This is an optimization exercise on Yosys and OpenROAD, whose aim is small area and a short achievable clock period, not a production implementation.
The RTL was checked by simulation tests, not by an equivalence proof against the original design.
Power figures rest on the tool's default switching activity, not on a simulated workload.

$ cat design/flow/flow/run.sh
#!/bin/bash
# Standard ORFS layout with these changes:
#  - Yosys's full/half-adder extraction is skipped (ADDER_MAP_FILE empty), so
#    ABC maps the adders and XORs itself;
#  - ABC maps with flow/abc_map.script (via flow/my_synth.tcl, which then runs
#    the standard flow's own synthesis script unchanged);
#  - every port still gets a buffer, but a plain buf_2 instead of the delay
#    cell buffer_ports picks on its own.
set -euo pipefail
export MY_ABC_SCRIPT=$PWD/flow/abc_map.script
export FLOW_SYNTH_TCL=$PWD/synth_recipe.tcl
bash standard.sh ADDER_MAP_FILE= SYNTH_SCRIPT=$PWD/flow/my_synth.tcl \
  "BUFFER_PORTS_ARGS=-buffer_cell sky130_fd_sc_hd__buf_2" finish > make_finish.log 2>&1
$ cat design/flow/flow/abc_map.script
strash
&get -n
&dch -f
&nf
&put
buffer -c
topo
stime -c
upsize -c
dnsize -c
$ cat design/flow/flow/my_synth.tcl
# The standard flow's synthesis script unchanged, except that ABC's combinational
# mapping uses flow/abc_map.script instead of ORFS's abc_speed/abc_area.
proc abc {args} {
  set i [lsearch -exact $args -script]
  if {$i >= 0} { lset args [expr {$i + 1}] $::env(MY_ABC_SCRIPT) }
  yosys abc {*}$args
}
source $::env(FLOW_SYNTH_TCL)
$ cat design/flow/standard.sh
#!/bin/bash
# synth_recipe.tcl (not shown) runs the flow's synth.tcl, then flattens the netlist and writes it again
# the make line also repeats each setting of config.mk as NAME=value (left out here)
make -C /OpenROAD-flow-scripts/flow DESIGN_CONFIG=/design/flow/config.mk WORK_HOME=/design/flow/orfs CLKGATE_MAP_FILE= SYNTH_SCRIPT=/design/flow/synth_recipe.tcl "${@:-finish}"
$ cat design/flow/config.mk
export PLATFORM = sky130hd
export DESIGN_NAME = arm
export DESIGN_NICKNAME = arm
export VERILOG_FILES = /design/flow/design.v
export SDC_FILE = /design/flow/constraint.sdc
export NUM_CORES = 4
export LEC_CHECK = 0
export ABC_AREA = 1
export CAP_MARGIN = 30
export CORE_MARGIN = 2
export CORE_UTILIZATION = 45
export GPL_TIMING_DRIVEN = 0
export SETUP_SLACK_MARGIN = 5.0
export SLEW_MARGIN = 20
$ cat design/flow/constraint.sdc
create_clock -name core_clock -period 20.0 [get_ports {clk}]
set_input_delay 4.0000 -clock core_clock [delete_from_list [all_inputs] [get_ports {clk}]]
set_output_delay 4.0000 -clock core_clock [all_outputs]
set_load 0.01 [all_outputs]
$ cat design/flow/design.v
module arm(
	input  logic        clk, reset,
	output logic [31:0] PC,
	input  logic [31:0] Instr,
	output logic        MemWrite,
	output logic [31:0] ALUResult,
	output logic [31:0] WriteData,
	input  logic [31:0] ReadData,
	output logic [3:0]  byteEnable);
	logic [1:0] op;
	logic       isMH, isDP, isLS, isB, dpImm, dpReg;
	logic       mask, RegW, MemW, MemtoReg, link, PCS;
	logic [1:0] enSel;      
	logic       loadSigned;
	logic       fN, fZ, fC, fV;    
	assign op    = Instr[27:26];
	assign isMH  = (op == 2'b00) & ~Instr[25] & Instr[7] & Instr[4];
	assign isDP  = (op == 2'b00) & ~isMH;
	assign isLS  = (op == 2'b01);
	assign isB   = (op == 2'b10);
	assign dpImm = (op == 2'b00) & Instr[25];
	assign dpReg = isDP & ~Instr[25];
	assign mask  = ~(Instr[24] & ~Instr[23]);
	assign RegW = (isDP & mask)
	            | (isMH & mask & (~Instr[5] | Instr[20]))
	            | (isLS & Instr[20])
	            | (isB & Instr[24]);
	assign MemW = (isMH & Instr[5] & ~Instr[20]) | (isLS & ~Instr[20]);
	assign MemtoReg = (isMH & (~Instr[5] | Instr[20])) | (isLS & Instr[20]);
	assign link = isB & Instr[24];
	assign PCS  = isB | (RegW & (Instr[15:12] == 4'b1111));
	assign enSel = isMH ? {1'b0, Instr[5]} : (isLS & Instr[22]) ? 2'b00 : 2'b10;
	assign loadSigned = isMH & (~Instr[5] | Instr[6]);
	assign fN = isDP & (Instr[20] | (Instr[24:23] == 2'b10));
	assign fZ = fN;
	assign fC = fN;
	assign fV = isDP & (Instr[24:22] == 3'b101);
	logic flagN, flagZ, flagC, flagV;
	logic aluN, aluZ, aluC, aluV;
	logic CondEx;
	always_ff @(posedge clk, posedge reset)
		if (reset) begin
			flagN <= 1'b0; flagZ <= 1'b0; flagC <= 1'b0; flagV <= 1'b0;
		end else begin
			if (fN) flagN <= aluN;
			if (fZ) flagZ <= aluZ;
			if (fC) flagC <= aluC;
			if (fV) flagV <= aluV;
		end
	always_comb
		case (Instr[31:28])
		4'b0000: CondEx = flagZ;
		4'b0001: CondEx = ~flagZ;
		4'b0010: CondEx = flagC;
		4'b0011: CondEx = ~flagC;
		4'b0100: CondEx = flagN;
		4'b0101: CondEx = ~flagN;
		4'b0110: CondEx = flagV;
		4'b0111: CondEx = ~flagV;
		4'b1000: CondEx = flagC & ~flagZ;
		4'b1001: CondEx = ~(flagC & ~flagZ);
		4'b1010: CondEx = (flagN == flagV);
		4'b1011: CondEx = (flagN != flagV);
		4'b1100: CondEx = ~flagZ & (flagN == flagV);
		4'b1101: CondEx = ~(~flagZ & (flagN == flagV));
		4'b1110: CondEx = 1'b1;
		default: CondEx = 1'b0;
		endcase
	logic RegWrite, PCSrc;
	assign RegWrite = RegW & CondEx;
	assign MemWrite = MemW & CondEx;
	assign PCSrc    = PCS & CondEx;
	logic [31:3] pcInc;
	logic [31:0] PCPlus4, PCPlus8, PCNext, Result;
	always_comb
		for (int i = 3; i < 32; i++) pcInc[i] = PC[i] ^ (&(PC[31:3] | ~((29'd1 << (i - 3)) - 29'd1)));
	assign PCPlus4 = PC[2] ? {pcInc, 1'b0, PC[1:0]} : {PC[31:3], 1'b1, PC[1:0]};
	assign PCPlus8 = {pcInc, PC[2:0]};
	assign PCNext  = PCSrc ? Result : PCPlus4;
	always_ff @(posedge clk, posedge reset)
		if (reset) PC <= 32'b0;
		else       PC <= PCNext;
	logic [31:0] rf [0:14];
	logic [3:0]  wa;
	logic [31:0] wd;
	assign wa = link ? 4'd14 : Instr[15:12];
	assign wd = link ? PCPlus4 : Result;
	always_ff @(posedge clk)
		if (RegWrite && wa != 4'b1111) rf[wa] <= wd;
	logic [15:0] decN, decD, decM, decS, sel1, sel2;
	logic [31:0] rd1, rd2;
	logic [4:0]  rd3;
	always_comb begin
		decN = 16'b0; decN[Instr[19:16]] = 1'b1;
		decD = 16'b0; decD[Instr[15:12]] = 1'b1;
		decM = 16'b0; decM[Instr[3:0]]   = 1'b1;
		decS = 16'b0; decS[Instr[11:8]]  = 1'b1;
	end
	assign sel1 = isB ? 16'h8000 : decN;
	assign sel2 = MemW ? decD : decM;
	always_comb begin
		rd1 = {32{sel1[15]}} & PCPlus8;
		rd2 = {32{sel2[15]}} & PCPlus8;
		rd3 = {5{decS[15]}} & PCPlus8[4:0];
		for (int i = 0; i < 15; i++) begin
			rd1 = rd1 | ({32{sel1[i]}} & rf[i]);
			rd2 = rd2 | ({32{sel2[i]}} & rf[i]);
			rd3 = rd3 | ({5{decS[i]}} & rf[i][4:0]);
		end
	end
	logic        useImm;
	logic [31:0] imm, shIn, rot, srcB;
	logic [4:0]  s, amt;
	logic        kLSL, kLSR, kASR, kRRX, sNZ;
	logic [31:0] geS;   
	assign useImm = dpImm | isMH | isLS | isB;
	assign imm = dpImm ? {24'b0, Instr[7:0]} :
	             isB   ? {{6{Instr[23]}}, Instr[23:0], 2'b00} :
	             isLS  ? {20'b0, Instr[11:0]} :
	                     {24'b0, Instr[11:8], Instr[3:0]};
	assign shIn = useImm ? imm : rd2;
	assign s    = dpImm ? {Instr[11:8], 1'b0} : dpReg ? (Instr[4] ? rd3 : Instr[11:7]) : 5'd0;
	assign sNZ  = (s != 5'd0);
	assign kLSL = dpReg & (Instr[6:5] == 2'b00);
	assign kLSR = dpReg & (Instr[6:5] == 2'b01);
	assign kASR = dpReg & (Instr[6:5] == 2'b10);
	assign kRRX = dpReg & (Instr[6:5] == 2'b11) & ~Instr[4] & (Instr[11:7] == 5'd0);
	logic [4:0] negS;
	assign negS = {s[4] ^ (|s[3:0]), s[3] ^ (|s[2:0]), s[2] ^ (|s[1:0]), s[1] ^ s[0], s[0]};
	assign amt = kLSL ? negS : {4'b0, kRRX} | s;
	logic [31:0] r1, r2, r4, r8;
	assign r1  = amt[0] ? {shIn[0],  shIn[31:1]} : shIn;
	assign r2  = amt[1] ? {r1[1:0],  r1[31:2]}   : r1;
	assign r4  = amt[2] ? {r2[3:0],  r2[31:4]}   : r2;
	assign r8  = amt[3] ? {r4[7:0],  r4[31:8]}   : r4;
	assign rot = amt[4] ? {r8[15:0], r8[31:16]}  : r8;
	assign geS = 32'hFFFFFFFF << s;
	logic        kR, kRz, fb;
	logic [31:0] kill;
	assign kR  = kLSR | kASR;
	assign kRz = kR & ~sNZ;
	assign fb  = kASR & shIn[31] & sNZ;
	always_comb
		for (int j = 0; j < 32; j++)
			kill[j] = (kLSL & ~geS[j]) | (kR & ~geS[31 - j]) | kRz | ((j == 31) & kRRX);
	always_comb
		for (int j = 0; j < 32; j++)
			srcB[j] = kill[j] ? ((j == 31) ? (fb | (kRRX & flagC)) : fb) : rot[j];
	logic [3:0]  aluOp;
	assign aluOp = isDP ? Instr[24:21] : 4'h4;
	logic        invA, invB, useC, cin, subType, arith;
	logic [31:0] x, y, sum, g, p;
	logic        selG, selP, selY;
	logic        cout;
	assign arith   = (aluOp[3:1] == 3'b001) | (aluOp[3:2] == 2'b01) | (aluOp[3:1] == 3'b101);
	assign invA    = (aluOp == 4'h3) | (aluOp == 4'h7);
	assign invB    = (aluOp == 4'h2) | (aluOp == 4'h6) | (aluOp == 4'hA) | (aluOp == 4'hE) | (aluOp == 4'hF);
	assign subType = arith & (invA | invB);
	assign useC    = (aluOp == 4'h5) | (aluOp == 4'h6) | (aluOp == 4'h7);
	assign cin     = useC ? flagC : (aluOp == 4'h2) | (aluOp == 4'h3) | (aluOp == 4'hA);
	assign x = invA ? ~rd1 : rd1;
	assign g = x & y;
	assign p = x ^ y;
	assign y = invB ? ~srcB : srcB;
	logic [31:0] gk [0:5];
	logic [31:0] pk [0:5];
	logic [32:0] c;
	always_comb begin
		gk[0] = g;
		pk[0] = p;
		gk[0][0] = (x[0] & y[0]) | ((x[0] ^ y[0]) & cin);
		for (int l = 0; l < 5; l++)
			for (int i = 0; i < 32; i++)
				if ((i >> l) & 1) begin
					gk[l+1][i] = gk[l][i] | (pk[l][i] & gk[l][((i >> l) << l) - 1]);
					pk[l+1][i] = pk[l][i] & pk[l][((i >> l) << l) - 1];
				end else begin
					gk[l+1][i] = gk[l][i];
					pk[l+1][i] = pk[l][i];
				end
		c[0] = cin;
		for (int i = 0; i < 32; i++) c[i+1] = gk[5][i];
	end
	assign sum  = pk[0] ^ c[31:0];
	assign cout = c[32];
	assign selG = (aluOp == 4'h0) | (aluOp == 4'h8) | (aluOp == 4'hC) | (aluOp == 4'hE);
	assign selP = (aluOp == 4'h1) | (aluOp == 4'h9) | (aluOp == 4'hC) | arith;
	assign selY = (aluOp == 4'hD) | (aluOp == 4'hF);
	assign ALUResult = ((g & {32{selG}}) | (p & {32{selP}}) | (y & {32{selY}})) ^ (c[31:0] & {32{arith}});
	assign aluN = ALUResult[31];
	assign aluZ = (ALUResult == 32'b0);
	assign aluC = arith & (cout ^ subType);
	assign aluV = (x[31] == y[31]) & (sum[31] != x[31]);
	logic [1:0]  addr;
	logic [31:0] extRead;
	logic [7:0]  rbyte;
	logic [15:0] rhalf;
	assign addr = rd1[1:0] + Instr[1:0];
	always_comb
		case (enSel)
		2'b00:   byteEnable = 4'b0001 << addr;
		2'b01:   byteEnable = addr[1] ? 4'b1100 : 4'b0011;
		default: byteEnable = 4'b1111;
		endcase
	always_comb
		case (enSel)
		2'b00:   WriteData = rd2 << {addr, 3'b000};
		2'b01:   WriteData = rd2 << {addr[1], 4'b0000};
		default: WriteData = rd2;
		endcase
	assign rbyte = ReadData[{addr, 3'b000} +: 8];
	assign rhalf = addr[1] ? ReadData[31:16] : ReadData[15:0];
	always_comb
		case (enSel)
		2'b00:   extRead = {{24{loadSigned & rbyte[7]}}, rbyte};
		2'b01:   extRead = {{16{loadSigned & rhalf[15]}}, rhalf};
		default: extRead = ReadData;
		endcase
	assign Result = MemtoReg ? extRead : ALUResult;
endmodule
==> results of run 1 <==
cell families (layout without fill, tap and decap cells):
logic type / Yosys count / in the layout / share of synthesized area [%]
XOR/XNOR: 164 / 164 / 5.04
buffers and inverters: 278 / 693 / 3.66
other: 0 / 5 / 0
flip-flops: 516 / 516 / 48.2
multiplexers: 55 / 55 / 2.00
AND/OR/NAND/NOR: 900 / 900 / 14.1
adder cells (fa/ha/maj): 1 / 1 / 0.0315
AO/OA/AOI/OAI: 1159 / 1159 / 27.0
power by group through the flow:
stage	clock (mW)	combinational, mW	sequential, mW
3_3_place_gp	0	1.93	1.60
6_report	1.00	2.33	1.58
4_1_cts	0.998	2.13	1.57
5_1_grt	1.04	2.37	1.58
3_5_place_dp	0	2.05	1.59
2_1_floorplan	0	1.07	1.57
area by class of cell:
type                            count  area share [%]
Inverter                           32           0.311
Clock inverter                     35            1.13
Tap cell                          940            3.04
Antenna cell                        5          0.0324
Clock buffer                       55            3.29
Multi-Input combinational cell   2279            42.2
Buffer                            246            3.40
Sequential cell                   516            39.6
Timing Repair Buffer              325            6.95
state kept, by name (all words and copies together) (netlist names):
signal  count
PC         32
flagC       1
flagN       1
flagV       1
flagZ       1
rf        480
placed cells by master, fill, tap and decap left out, drive strengths merged, types with 19 or more instances in the layout:
cell / synthesis / layout
a31oi: 26 / 26
a211oi: 33 / 33
xor2: 40 / 40
nand2: 293 / 293
o21a: 25 / 25
and3: 25 / 25
a221o: 40 / 40
a222oi: 160 / 160
a22oi: 161 / 161
buf: 79 / 387
a22o: 53 / 53
nand3: 62 / 62
clkbuf: 167 / 233
or3: 19 / 19
a21oi: 196 / 196
o22ai: 32 / 32
edfxtp: 480 / 480
xnor2: 112 / 112
o31ai: 19 / 19
inv: 31 / 34
a221oi: 60 / 60
mux2i: 41 / 41
or2: 25 / 25
o211ai: 57 / 57
nor4: 24 / 24
nor3: 57 / 57
a21o: 30 / 30
and2: 26 / 26
nand4: 67 / 67
dfrtp: 36 / 36
nor2: 227 / 227
o21ai: 178 / 178
routing by layer:
layer | vias to the layer above | routed length (um) | track usage (%) | share of wire [%]
met5 | - | 186 | 0.987 | 0.11
met2 | 3407 | 71300 | 67.0 | 40
met1 | 16000 | 60200 | 57.0 | 34
li1 | 13200 | - | - | -
met4 | 6 | 16300 | 33.5 | 9.3
met3 | 896 | 28200 | 18.1 | 16
repair_timing:
action / 4_1_cts / 5_1_grt
hold endpoints to repair: 0 / 0
endpoints found under the setup margin: 29 / 26
hold buffers: 0 / 0
pin swaps: 24 / 34
gates resized for setup: 147 / 172
setup buffers: 44 / 25
worst min path at each step:
stage                     endpoint  cells after the start
after floorplan              flagZ                      2
after global placement       flagN                      1
after detailed placement     flagN                      1
after CTS                    flagN                      1
after global routing         flagN                      1
final                        flagN                      1
worst max-delay path, cell delays in order:
cell      delay, ns
buf_2          0.17
nor3_1         0.33
xnor2_1        0.22
nand2_1        0.23
nor2_1         0.61
clkbuf_1       0.89
buf_1          0.42
clkbuf_1       0.88
a222oi_1       0.28
and4_1         0.22
nand2_1        0.23
a21oi_1        0.14
xnor2_1        0.50
xor2_2         0.31
nand2_1        0.17
nor3_4         0.27
nand3_1        0.15
a21oi_2        0.18
o21bai_1       0.14
nor2_1         0.19
xor2_2         0.23
buf_4          0.14
buf_2          0.12
stage by stage:
step                      worst slack (ns)  hold WS [ns]  std cells  utilization (%)
after floorplan                       6.57         0.477       3073                -
final                                 4.96         0.581       4433             55.3
after CTS                             4.91         0.580       4389             54.1
after detailed placement              3.20         0.565       4255             50.3
after global routing                  4.88         0.614       4428             55.3
after global placement                2.76         0.556       4165             48.2
==> flow_metrics.tcl, run 1 <==
set metrics [dict create \
    status "finished clean" \
    ys_warn_count 3 \
    routed_via_density 7.55 \
    endpoint_kind "output port" \
    relSlewSlack_pct 22.2 \
    synth_commonest_cells "edfxtp_1, nand2_1, nor2_1" \
    reg2reg_slack_ns 10.45 \
    clockBufferDepth 3 \
    yosys-top-cells-area "edfxtp_1, a222oi_1, a22oi_1" \
    yosysUniqueCellTypes 94 \
    insertion_delay_ns 0.63 \
    drv_slew 0 \
    io_pins 167 \
    synth_most_common_cell "edfxtp_1" \
    finalCritPeriodShare_pct 75.2 \
    crit_fanout 10 \
    rows 97 \
    fin_total_pwr_mw 4.91 \
    ys_async_sr_fraction_pct 6.98 \
    drv_cap 0 \
    setup_viol 0 \
    p_per_area_nw_per_um2 127 \
    first_pass_iters 14 \
    grt_overflow 0 \
    finalCriticalPeriod_ns 15.04 \
    via_count 33500 \
    fp.dieArea_um2 72700 \
    layout-drive-gt1-share_pct 21.4 \
    p_leak_nw 13.2 \
    synth_seq_cells 516 \
    drt_iter0_markers 8078 \
    grt_antenna_before_repair 6 \
    grt_pass1_vias 31200 \
    power_switching_share_pct 44.1 \
    p_sw_mw 2.17 \
    routedWlPerCell_um 39.8 \
    cts.clk_slew.worst_paths_ns 0.06 \
    arrival_ns 11.04 \
    crit_start "Instr[16]" \
    tightest_slew_ns 1.16 \
    r2r_cells 29 \
    share_comb_of_total_power_pct 47.5 \
    fillCellCount 6037 \
    syn_area_per_cell_um2 10.3 \
    numPortBuffers 152 \
    critical_path_required_ns 16.00 \
    hold_viol_final 0 \
    yosys.area.top_type "edfxtp_1" \
    min_from "flagN" \
    grt_max_degree 31 \
    cts-root-buf "clkbuf_16" \
    seqPwrFrac_pct 32.1 \
    synth_edf_count 480 \
    cts_tree "done" \
    die_w_um 270 \
    htree_levels 2 \
    fin_nets 3516 \
    p_int_mw 2.74 \
    syn_nets 3139 \
    placed_cell_area_um2 35200 \
    multi_input_area_um2 16300 \
    start_util_pct 45.4 \
    design.core.area_um2 69900 \
    synth_top_cell_area_share_pct 45.4 \
    r2r-start "PC[3]" \
    tns_ns 0 \
    max_freq_ghz 0.0665 \
    drc_errors 0 \
    ff_latch_area_um2 15300 \
    cts-buffers-inserted 50 \
    ir_drop_uv 93.6 \
    crit_end "ALUResult[31]" \
    cp-start-kind "primary input" \
    grt_pass1_wl_um 240000 \
    rr_endpoint "rf[6][14]" \
    die_h_um 270 \
    stdcell_area_um2 38600 \
    place_congestion 1.07 \
    rsz0062_at_grt "no" \
    wl_um 176000 \
    ys_seq_area_share_pct 48.2 \
    hold_class "register to register" \
    grt_usage_pct 46.6 \
    cts_sinks 516 \
    clock_skew_ns 0.0292 \
    syn-cell-area_um2 31800 \
    critPathKind "primary input to output port" \
    syn2layout_area_growth_pct 21.7 \
    ant_nets 0 \
    netlist_instances 3073 \
    hpwl_um 133000 \
    clockPowerShare_pct 20.4 \
    synth_top_flop_cell "edfxtp_1" \
]
==> inputs of run 2 (changes only) <==
--- a/design/flow/design.v
+++ b/design/flow/design.v
@@ -91,22 +91,24 @@
 	logic [31:0] rd1, rd2;
 	logic [4:0]  rd3;
-	always_comb begin
-		decN = 16'b0; decN[Instr[19:16]] = 1'b1;
-		decD = 16'b0; decD[Instr[15:12]] = 1'b1;
-		decM = 16'b0; decM[Instr[3:0]]   = 1'b1;
-		decS = 16'b0; decS[Instr[11:8]]  = 1'b1;
-	end
+	assign decN = 16'b1 << Instr[19:16];
+	assign decD = 16'b1 << Instr[15:12];
+	assign decM = 16'b1 << Instr[3:0];
+	assign decS = 16'b1 << Instr[11:8];
 	assign sel1 = isB ? 16'h8000 : decN;
 	assign sel2 = MemW ? decD : decM;
-	always_comb begin
-		rd1 = {32{sel1[15]}} & PCPlus8;
-		rd2 = {32{sel2[15]}} & PCPlus8;
-		rd3 = {5{decS[15]}} & PCPlus8[4:0];
-		for (int i = 0; i < 15; i++) begin
-			rd1 = rd1 | ({32{sel1[i]}} & rf[i]);
-			rd2 = rd2 | ({32{sel2[i]}} & rf[i]);
-			rd3 = rd3 | ({5{decS[i]}} & rf[i][4:0]);
-		end
+	logic [15:0][31:0] rfw;
+	for (genvar i = 0; i < 15; i++) begin : g_rfw
+		assign rfw[i] = rf[i];
 	end
+	assign rfw[15] = PCPlus8;
+	function automatic [31:0] rsel(input logic [15:0] sel, input logic [15:0][31:0] w);
+		rsel = 32'b0;
+		for (int i = 0; i < 16; i++) rsel = rsel | ({32{sel[i]}} & w[i]);
+	endfunction
+	logic [31:0] rd3w;
+	assign rd1  = rsel(sel1, rfw);
+	assign rd2  = rsel(sel2, rfw);
+	assign rd3w = rsel(decS, rfw);
+	assign rd3  = rd3w[4:0];
 	logic        useImm;
 	logic [31:0] imm, shIn, rot, srcB;
@@ -163,24 +165,49 @@
 	assign p = x ^ y;
 	assign y = invB ? ~srcB : srcB;
-	logic [31:0] gk [0:5];
-	logic [31:0] pk [0:5];
+	logic [31:0] g0, g1, g2, g3, g4, g5, p1, p2, p3, p4;
 	logic [32:0] c;
-	always_comb begin
-		gk[0] = g;
-		pk[0] = p;
-		gk[0][0] = (x[0] & y[0]) | ((x[0] ^ y[0]) & cin);
-		for (int l = 0; l < 5; l++)
-			for (int i = 0; i < 32; i++)
-				if ((i >> l) & 1) begin
-					gk[l+1][i] = gk[l][i] | (pk[l][i] & gk[l][((i >> l) << l) - 1]);
-					pk[l+1][i] = pk[l][i] & pk[l][((i >> l) << l) - 1];
-				end else begin
-					gk[l+1][i] = gk[l][i];
-					pk[l+1][i] = pk[l][i];
-				end
-		c[0] = cin;
-		for (int i = 0; i < 32; i++) c[i+1] = gk[5][i];
+	assign g0 = {g[31:1], g[0] | (p[0] & cin)};
+	for (genvar i = 0; i < 32; i++) begin : g_sk
+		localparam int J1 = ((i >> 0) << 0) - 1;
+		localparam int J2 = ((i >> 1) << 1) - 1;
+		localparam int J3 = ((i >> 2) << 2) - 1;
+		localparam int J4 = ((i >> 3) << 3) - 1;
+		localparam int J5 = ((i >> 4) << 4) - 1;
+		if ((i >> 0) & 1) begin : l1
+			assign g1[i] = g0[i] | (p[i] & g0[J1]);
+			assign p1[i] = p[i] & p[J1];
+		end else begin : l1n
+			assign g1[i] = g0[i];
+			assign p1[i] = p[i];
+		end
+		if ((i >> 1) & 1) begin : l2
+			assign g2[i] = g1[i] | (p1[i] & g1[J2]);
+			assign p2[i] = p1[i] & p1[J2];
+		end else begin : l2n
+			assign g2[i] = g1[i];
+			assign p2[i] = p1[i];
+		end
+		if ((i >> 2) & 1) begin : l3
+			assign g3[i] = g2[i] | (p2[i] & g2[J3]);
+			assign p3[i] = p2[i] & p2[J3];
+		end else begin : l3n
+			assign g3[i] = g2[i];
+			assign p3[i] = p2[i];
+		end
+		if ((i >> 3) & 1) begin : l4
+			assign g4[i] = g3[i] | (p3[i] & g3[J4]);
+			assign p4[i] = p3[i] & p3[J4];
+		end else begin : l4n
+			assign g4[i] = g3[i];
+			assign p4[i] = p3[i];
+		end
+		if ((i >> 4) & 1) begin : l5
+			assign g5[i] = g4[i] | (p4[i] & g4[J5]);
+		end else begin : l5n
+			assign g5[i] = g4[i];
+		end
 	end
-	assign sum  = pk[0] ^ c[31:0];
+	assign c = {g5, cin};
+	assign sum  = p ^ c[31:0];
 	assign cout = c[32];
 	assign selG = (aluOp == 4'h0) | (aluOp == 4'h8) | (aluOp == 4'hC) | (aluOp == 4'hE);
==> design/flow/flow/run.sh (replaced) <==
#!/bin/bash
# Standard ORFS layout with these changes:
#  - Yosys's full/half-adder extraction is skipped (ADDER_MAP_FILE empty), so
#    ABC maps the adders and XORs itself;
#  - every port still gets a buffer, but a plain buf_2 instead of the delay
#    cell buffer_ports picks on its own;
set -euo pipefail
bash standard.sh ADDER_MAP_FILE= SETUP_SLACK_MARGIN=6.5 \
  "BUFFER_PORTS_ARGS=-buffer_cell sky130_fd_sc_hd__buf_2" finish > make_finish.log 2>&1
--- a/design/flow/config.mk
+++ b/design/flow/config.mk
@@ -10,4 +10,7 @@
 export CORE_MARGIN = 2
 export CORE_UTILIZATION = 45
+export CTS_BUF_LIST = sky130_fd_sc_hd__clkbuf_16
+export CTS_CLUSTER_DIAMETER = 60
+export CTS_CLUSTER_SIZE = 14
 export GPL_TIMING_DRIVEN = 0
 export SETUP_SLACK_MARGIN = 5.0
removed: design/flow/flow/abc_map.script
removed: design/flow/flow/my_synth.tcl
==> run 2 against run 1 <==
Compared with the run above:
- synthesized cell count grew 52%
- clock power barely moved
- die area is 12% higher
- first-iteration DRC count rose by 16%
- fmax rose by 10%
- sequential power is 8% lower
==> flow_metrics.tcl, run 2 <==
set metrics [dict create \
    status "finished clean" \
    synth_top_flop_cell "edfxtp_1" \
    fp.dieArea_um2 81600 \
    synth_edf_count 480 \
    clock_skew_ns 0.0415 \
    place_congestion 1.13 \
    yosys-top-cells-area "edfxtp_1, nand2_1, nand3_1" \
    wl_um 226000 \
    first_pass_iters 9 \
    crit_fanout 10 \
    critPathSlowestCell "clkbuf_1" \
    synth_top_cell_area_share_pct 40.4 \
    ant_nets 0 \
    synth_commonest_cells "nand2_1, nand3_1, edfxtp_1" \
    top_usage_layer "met2" \
    rows 103 \
    cts.clk_slew.worst_paths_ns 0.05 \
    die_h_um 286 \
    die_w_um 286 \
    synth_most_common_cell "nand2_1" \
    tns_ns 0 \
    drc_errors 0 \
    start_util_pct 45.3 \
    ys_warn_count 1 \
    yosysUniqueCellTypes 67 \
    cts-root-buf "clkbuf_16" \
    netlist_instances 4668 \
    finalWorstSetupSlack_ns 6.36 \
    layout_commonest_cell "nand2_1" \
    ir_drop_uv 103 \
    clockBufferDepth 3 \
    regMostFlops "rf" \
    ys_async_sr_fraction_pct 6.98 \
    grt_pass1_vias 38400 \
    cp_top_family "buffers and inverters" \
    critPathKind "primary input to output port" \
    largest_reg_flops 480 \
    reg_top3 "rf: 480 flops, PC: 32 flops" \
    grt_pass1_wl_um 303000 \
    syn2layout_area_growth_pct 21.8 \
    fillCellCount 7420 \
    numPortBuffers 163 \
    finalCriticalPeriod_ns 13.64 \
    cp-start-kind "primary input" \
    routedWlPerCell_um 36.7 \
    critical_path_required_ns 16.00 \
    syn_area_per_cell_um2 7.65 \
    grt_usage_pct 53.5 \
    hold_class "register to register" \
    hpwl_um 170000 \
    via_count 43600 \
    rsz0062_at_grt "yes" \
    htree_levels 2 \
    grt_max_degree 23 \
    endpoint_kind "output port" \
    drt_iter0_markers 9389 \
    grt_util_met3_pct 24.8 \
    p_leak_nw 17.9 \
    relSlewSlack_pct 27.3 \
    grt_antenna_before_repair 21 \
    utilization_pct 55.2 \
    tightest_slew_ns 1.09 \
    routed_via_density 7.08 \
    syn-cell-area_um2 35700 \
    insertion_delay_ns 0.66 \
    worst-path-buf-inv 10 \
    design.core.area_um2 78700 \
    grt_util_met1_pct 61.1 \
    setup_viol 0 \
    finalCritPeriodShare_pct 68.2 \
    cts_sinks 516 \
    layout-drive-gt1-share_pct 18.8 \
    synth_seq_cells 516 \
    final_cell_mix "nand2_1, nand3_1, edfxtp_1" \
    drv_cap 0 \
    drv_slew 0 \
    max_freq_ghz 0.0733 \
    fin_total_pwr_mw 4.45 \
    hold_viol_final 0 \
    syn_nets 4734 \
    arrival_ns 9.64 \
    ys_seq_area_share_pct 42.9 \
    place_ws_ns 5.59 \
    io_pins 167 \
    cts-buffers-inserted 52 \
    hold_buffers 0 \
    cts_tree "done" \
    grt_overflow 0 \
    grt_use_met2_pct 75.9 \
    max_stage_delay_ns 0.50 \
    p_per_area_nw_per_um2 102 \
    yosys.area.top_type "edfxtp_1" \
    fin_nets 5119 \
]
run 2: cell count changes after synthesis, moves of 38 or more:
cell / change
nand2_1: +878
clkbuf_1: -38
nor2_1: +142
a222oi_1: -160
a22oi_1: -146
inv_1: +353
o2111ai_1: +42
buf_2: +47
xnor2_1: -108
a21oi_1: -101
nand3_1: +496
nand4_1: +336
o21ai_0: +128
a221o_1: -40
run 2: metal layers:
layer | vias to the layer above | part of all wire (%)
met1 | 20200 | 33
met4 | 10 | 12
met5 | - | 0.063
li1 | 17400 | -
met2 | 4513 | 40
met3 | 1476 | 16
run 2: per-stage QoR:
step                hold WS (ns)  std cells  instance area, um^2
floorplan                  0.491       4668                35700
global placement           0.530       5881                37800
detailed placement         0.527       5963                39500
CTS                        0.542       6066                41800
global route               0.569       6137                43400
finish                     0.536       6157                43500
run 2: cell type report:
class                      instances  area [um^2]  share of cell area [%]
antenna                           22         55.1                   0.127
sequential                       516        15300                    35.2
timing repair buffer             331         3040                    7.00
buffer                           279         1650                    3.80
clock buffer                      53         1330                    3.05
inverter                         423         1630                    3.74
clock inverter                    33          268                   0.616
tap                             1050         1310                    3.02
multi-input combinational       3450        18900                    43.4
run 2: report_power, final:
part / switching (mW) / internal, mW
registers: 0.0670 / 1.39
logic: 1.51 / 0.515
clock network: 0.476 / 0.491
total: 2.05 / 2.39
run 2: what timing repair did:
action                                  4_1_cts  5_1_grt
pin swaps                                    10       52
buffers inserted                             17       62
resized for setup                           153      310
endpoints found under the setup margin       63       56
run 2: cell families after synthesis:
group,Yosys count,share of synthesized area (%)
xor gates and xnor gates,67,1.69
buffers and inverters,702,8.27
and+or+nand+nor,2664,34.3
AOI/OAI and AO/OA,719,12.8
DFF,516,42.9
run 2: worst paths after layout:
path	startpoint	endpoint	cells after the start	slack, ns
setup / recovery	Instr[27]	ALUResult[31]	25	6.36
hold / removal	flagZ	flagZ	2	0.54
setup reg to reg	PC[3]	rf[10][10]	32	12.28
hold reg to reg	flagZ	flagZ	2	0.54
max in group asynchronous	reset	flagN	3	16.04
min in group asynchronous	reset	PC[11]	2	3.40
run 2: tightest hold or removal path: cells and delay by family (launching register included):
family,cells,cell delay [ns]
DFF,1,0.39
and+or+nand+nor,2,0.12

port drivers added, routing unchanged:
The flow's constraints put no driver on any port. The routed layouts listed below were extracted and timed again, unchanged, in two steps. Step 1 (the two cells are an assumption about what drives the block):
set clk [get_ports {clk}]
set_driving_cell -lib_cell sky130_fd_sc_hd__clkbuf_16 $clk
set_driving_cell -lib_cell sky130_fd_sc_hd__buf_2 [delete_from_list [all_inputs] $clk]
Step 2 also shifts input and output timing later by t, the mid clock arrival at the registers, as if the neighbouring blocks saw the same clock. Three values: ideal ports, drivers, drivers and shift; two values: the first two.
| run | t, ns | slack for setup (ns) | cell pins on the clock port's net |
|---|---|---|---|
| run 1 | 0.681 | 4.958 / 4.921 / 4.921 | 1 |
| run 2 | 0.706 | 6.361 / 6.341 / 6.341 | 1 |
After both steps setup and hold are still met in every run listed. For run 1, which loses most, drivers alone change the setup slack by -0.037 ns; drivers and shift together by -0.037 ns.
